Context: an optimization exercise on an open-source flow, tuned for small area and a short achievable clock period. The choices shown serve that exercise and are no tape-out recipe. In this exercise RTL edits were held to simulation tests only and were not proved equivalent to the original. No activity file was given, so power comes from the tool's default toggle rates.

== lane 1 ==
## bist
module bist #(parameter size = 6, length = 8) (
    input  logic clk,
    input  logic rst,
    input  logic start,
    input  logic csin,
    input  logic rwbarin,
    input  logic opr,
    input  logic [size-1:0] address,
    input  logic [length-1:0] datain,
    output logic [length-1:0] dataout,
    output logic fail
);
    logic        test;       
    logic [7:0]  rlo, rhi;
    logic [3:0]  cup;
    logic        cout;       
    logic        h;          
    logic [63:0][7:0] mem;
    genvar g, j, b;
    function automatic logic [7:0] pattern(input logic [2:0] p);
        case (p)
            3'd0: pattern = 8'hAA;
            3'd1: pattern = 8'h55;
            3'd2: pattern = 8'hF0;
            3'd3: pattern = 8'h0F;
            3'd4: pattern = 8'h00;
            3'd5: pattern = 8'hFF;
            3'd6: pattern = 8'h33;
            default: pattern = 8'hCC;
        endcase
    endfunction
    logic       trd;         
    logic       twr;         
    logic       n_d;         
    logic [7:0] pat;         
    logic       cs, nrw;
    logic [7:0] d;
    assign cs  = test | csin;
    assign nrw = twr | (~trd & ~rwbarin);
    assign pat = pattern(cup[3:1]);
    assign d   = n_d ? datain : pat;
    logic n_lo, n_hr, n_hw;
    cell_dffs u_n_lo (.clk(clk), .set(rst), .d(~test_nx), .q(n_lo));
    cell_dffs u_n_hr (.clk(clk), .set(rst), .d(~test_nx), .q(n_hr));
    cell_dffs u_n_hw (.clk(clk), .set(rst), .d(~test_nx), .q(n_hw));
    logic [7:0] alo, ahir, ahiw, thir, thiw;
    logic [7:0] hir, hiw;
    logic [7:0][7:0] lo_g;   
    always_comb begin
        for (int i = 0; i < 8; i++) begin
            alo[i]  = (address[2:0] == i[2:0]) & n_lo;
            ahir[i] = (address[5:3] == i[2:0]) & rwbarin & n_hr;
            ahiw[i] = (address[5:3] == i[2:0]) & csin & ~rwbarin & n_hw;
            thir[i] = rhi[i] & cup[0];
            thiw[i] = rhi[i] & ~cup[0];
        end
  ...
Size: roughly 1900 cells after synthesis, roughly 550 flip-flops.
export LEC_CHECK = 0
export CAP_MARGIN = 20
export CORE_MARGIN = 2
export CORE_UTILIZATION = 60
export CTS_BUF_LIST = sky130_fd_sc_hd__clkbuf_16
export CTS_CLUSTER_DIAMETER = 70
export CTS_CLUSTER_SIZE = 30
export PLACE_DENSITY = 0.8
export SETUP_SLACK_MARGIN = 2.5
export SLEW_MARGIN = 20
export SYNTH_HIERARCHICAL = 1
create_clock -name core_clock -period 5.0 [get_ports {clk}]
standard.sh (not shown) runs the stock make flow with config.mk's settings and CLKGATE_MAP_FILE= SYNTH_SCRIPT=/design/flow/synth_recipe.tcl, a recipe that flattens the netlist after the stock synthesis.
==> flow/flow/run.sh <==
#!/bin/bash
# Layout flow: the standard ORFS flow (standard.sh), with the port
# buffers made of buf_4 cells instead of the default delay-buffer cells.
set -euo pipefail
bash standard.sh 'BUFFER_PORTS_ARGS=-buffer_cell sky130_fd_sc_hd__buf_4' ${EXTRA_MAKE_ARGS:-} finish > flow_make.log 2>&1
--- input diff lane 1..lane 2 ---
- swapping 2.5 for 2.7 in SETUP_SLACK_MARGIN
- swapping 30 for 25 in CTS_CLUSTER_SIZE
## What came out
- Lane 2 | status: complete | timing, DRC, antenna: pass
- Lane 2 vs. lane 1: fraction of the core area covered by cells at the end of the flow higher; flip-flop and latch share of the layout cell area lower; fraction of the mapped netlist area in adder cells roughly the same.
- The number of signal-net buffers in the layout in lane 2 is 1.2 times that in lane 1.
- Status: shortest clock period the worst path allows after layout parity (lane 2, lane 1)
- Lane 1 reports its timing startpoint of the critical path as address[2] while lane 2 reports twr.
- From lane 1 to lane 2 the numbers moved as follows: total internal power went down by 2.5%; share of cells above drive strength 1 saw an increase; number of global-route vias before repair has increased; depth of the worst register-to-register path saw an increase.
#### Input delta (lane 3 over lane 2)
- a change of PLACE_DENSITY from 0.8 to 0.72
- a change of CTS_CLUSTER_DIAMETER from 70 to 75
- a change of SETUP_SLACK_MARGIN from 2.7 to 2.5
- a change of CTS_CLUSTER_SIZE from 25 to 28
==> results.txt <==
For the final core area utilization, lane 3 came in 1.6 points lower than lane 2 did.
Lane 2 consumes more power than lane 3.
Route | lane 3 vs lane 2 | wire shorter in lane 3
Changes observed in lane 3 relative to lane 2: fraction of standard cell area in multi-input logic lower, final area moved down, met3 demand-to-capacity share in global routing saw a decrease.
Clock latency of the later-clocked register in the worst-skew pair: lane 2 vs lane 3, no meaningful difference
Lane 2 → lane 3: final critical-path setup slack saw a decrease, level count of the clock H-tree saw little to no change.
### lane 3 -> lane 4
- CTS_CLUSTER_DIAMETER changed from 75 to 70
- CTS_CLUSTER_SIZE changed from 28 to 25
==> comparison <==
[compare] base=lane 3 new=lane 4: internal power contribution +2.1%; met1 layer usage reported by global route ~0 delta; xor and xnor area share after synthesis ~0 delta.
Measured against lane 3, the number of clock buffers in the layout of lane 4 comes out at 1.20 times the reference value.
In lane 4 relative to lane 3, power consumption had gone up by a few percent.
Post-cts sizing count (lane 4 vs. lane 3) increases by a few percent
Re final critical path time including I/O delays and setup: lane 4 is 0.087 ns down on lane 3.
Edits applied to the flow inputs when going from lane 4 to lane 5:
- changing SETUP_SLACK_MARGIN from 2.5 to 2.7
--- outcome ---
Between lane 4 and lane 5, the maximum frequency figures differ only marginally. Relative to lane 4, the total of clock buffers placed in the layout measured on lane 5 has increased by a few percent. For lane 5, the master of the slowest instance on the critical path was edfxtp_1, unlike lane 4, where it was a22oi_2. For cell count after placement, lane 4 and lane 5 come out practically identical. Lane 4 → lane 5: layout net count has remained practically unchanged, global-route usage has increased, sequential cell count has remained practically unchanged. Row routed length per placed instance: lane 5 higher / lane 4 lower. Changes observed in lane 5 relative to lane 4: power shows an increase of 250 uW, final period demand of the worst path increased by 0.0051 ns relative to the old numbers. On worst path setup slack after routing, lane 5 does worse than lane 4. Looking only at via count normalized by instance count, and setting everything else aside, the lower value of lane 4 and lane 5 goes to lane 4.


## rev 12
bist, a different RTL version from the one above (not shown whole).
For scale: ~1,800 cells after synthesis, about 560 flip-flops, about 29 I/O pins.
==> flow/config.mk <==
export PLATFORM = sky130hd
export DESIGN_NAME = bist
export DESIGN_NICKNAME = bist
export VERILOG_FILES = /design/flow/design.v
export SDC_FILE = /design/flow/constraint.sdc
export NUM_CORES = 4
export LEC_CHECK = 0
export CAP_MARGIN = 20
export CORE_MARGIN = 2
export CORE_UTILIZATION = 60
export CTS_BUF_LIST = sky130_fd_sc_hd__clkbuf_16
export CTS_CLUSTER_DIAMETER = 80
export CTS_CLUSTER_SIZE = 30
export PLACE_DENSITY = 0.72
export SETUP_SLACK_MARGIN = 2.7
export SLEW_MARGIN = 20
export SYNTH_HIERARCHICAL = 1
==> flow/constraint.sdc <==
create_clock -name core_clock -period 5.0 [get_ports {clk}]
set_input_delay 1.0000 -clock core_clock [delete_from_list [all_inputs] [get_ports {clk}]]
set_output_delay 1.0000 -clock core_clock [all_outputs]
set_load 0.01 [all_outputs]
Scripts as last shown in full above: flow/flow/run.sh
The final layout from rev 12, which completed every stage, passed the timing, DRC and antenna checks at the end of the flow.
Input-level comparison between rev 13 and rev 12:
- a change of CORE_UTILIZATION from 60 to 70
- a change of CTS_CLUSTER_DIAMETER from 80 to 70
- a change of CTS_CLUSTER_SIZE from 30 to 25
- a change of PLACE_DENSITY from 0.72 to 0.82
- Non-clock inverter total of the final layout of rev 13 falls short of that of rev 12 slightly.
- Worst hold margin (higher): rev 13
- Taking rev 12 as the reference, in rev 13 share of synthesized cell area in and, or, nand and nor gates comparable, horizontal die dimension now smaller.
- Rev 12 vs rev 13, critical path start-end classification: reg2out vs reg2reg

## port drivers added, routing unchanged
Ports are ideal in the flow. The routed layouts listed here were re-timed in OpenROAD. Step 1 assumes that a clkbuf_16 drives the clock port and a buf_2 every other input. Step 2 moves the port delays by t, midway between the first and last clock arrival at a register: inputs arrive t later, outputs are due t later. That takes back most of the time a late clock gives input paths. Three values: ideal ports, drivers, drivers and shift; two values: the first two.
run	t, ns	setup WS [ns]	clock arrival spread, ns	worst slew at a driven data input, ns
lane 1	0.657	2.467 / 2.429 / 1.842	0.034 / 0.033	0.11
lane 2	0.631	2.470 / 2.418 / 1.931	0.020 / 0.021	0.11
lane 3	0.621	2.386 / 2.386 / 1.796	0.023 / 0.023	0.08
lane 4	0.633	2.473 / 2.431 / 1.860	0.016 / 0.017	0.08
lane 5	0.643	2.468 / 2.414 / 2.008	0.029 / 0.028	0.12
rev 12	0.655	2.411 / 2.355 / 1.793	0.039 / 0.039	0.06
rev 13	0.649	2.279 / 2.279 / 1.635	0.025 / 0.025	0.08
After both steps every run listed still meets setup and hold. The setup slack of rev 13, which loses most, moves by 0.000 ns with the drivers and by -0.644 ns with both steps.
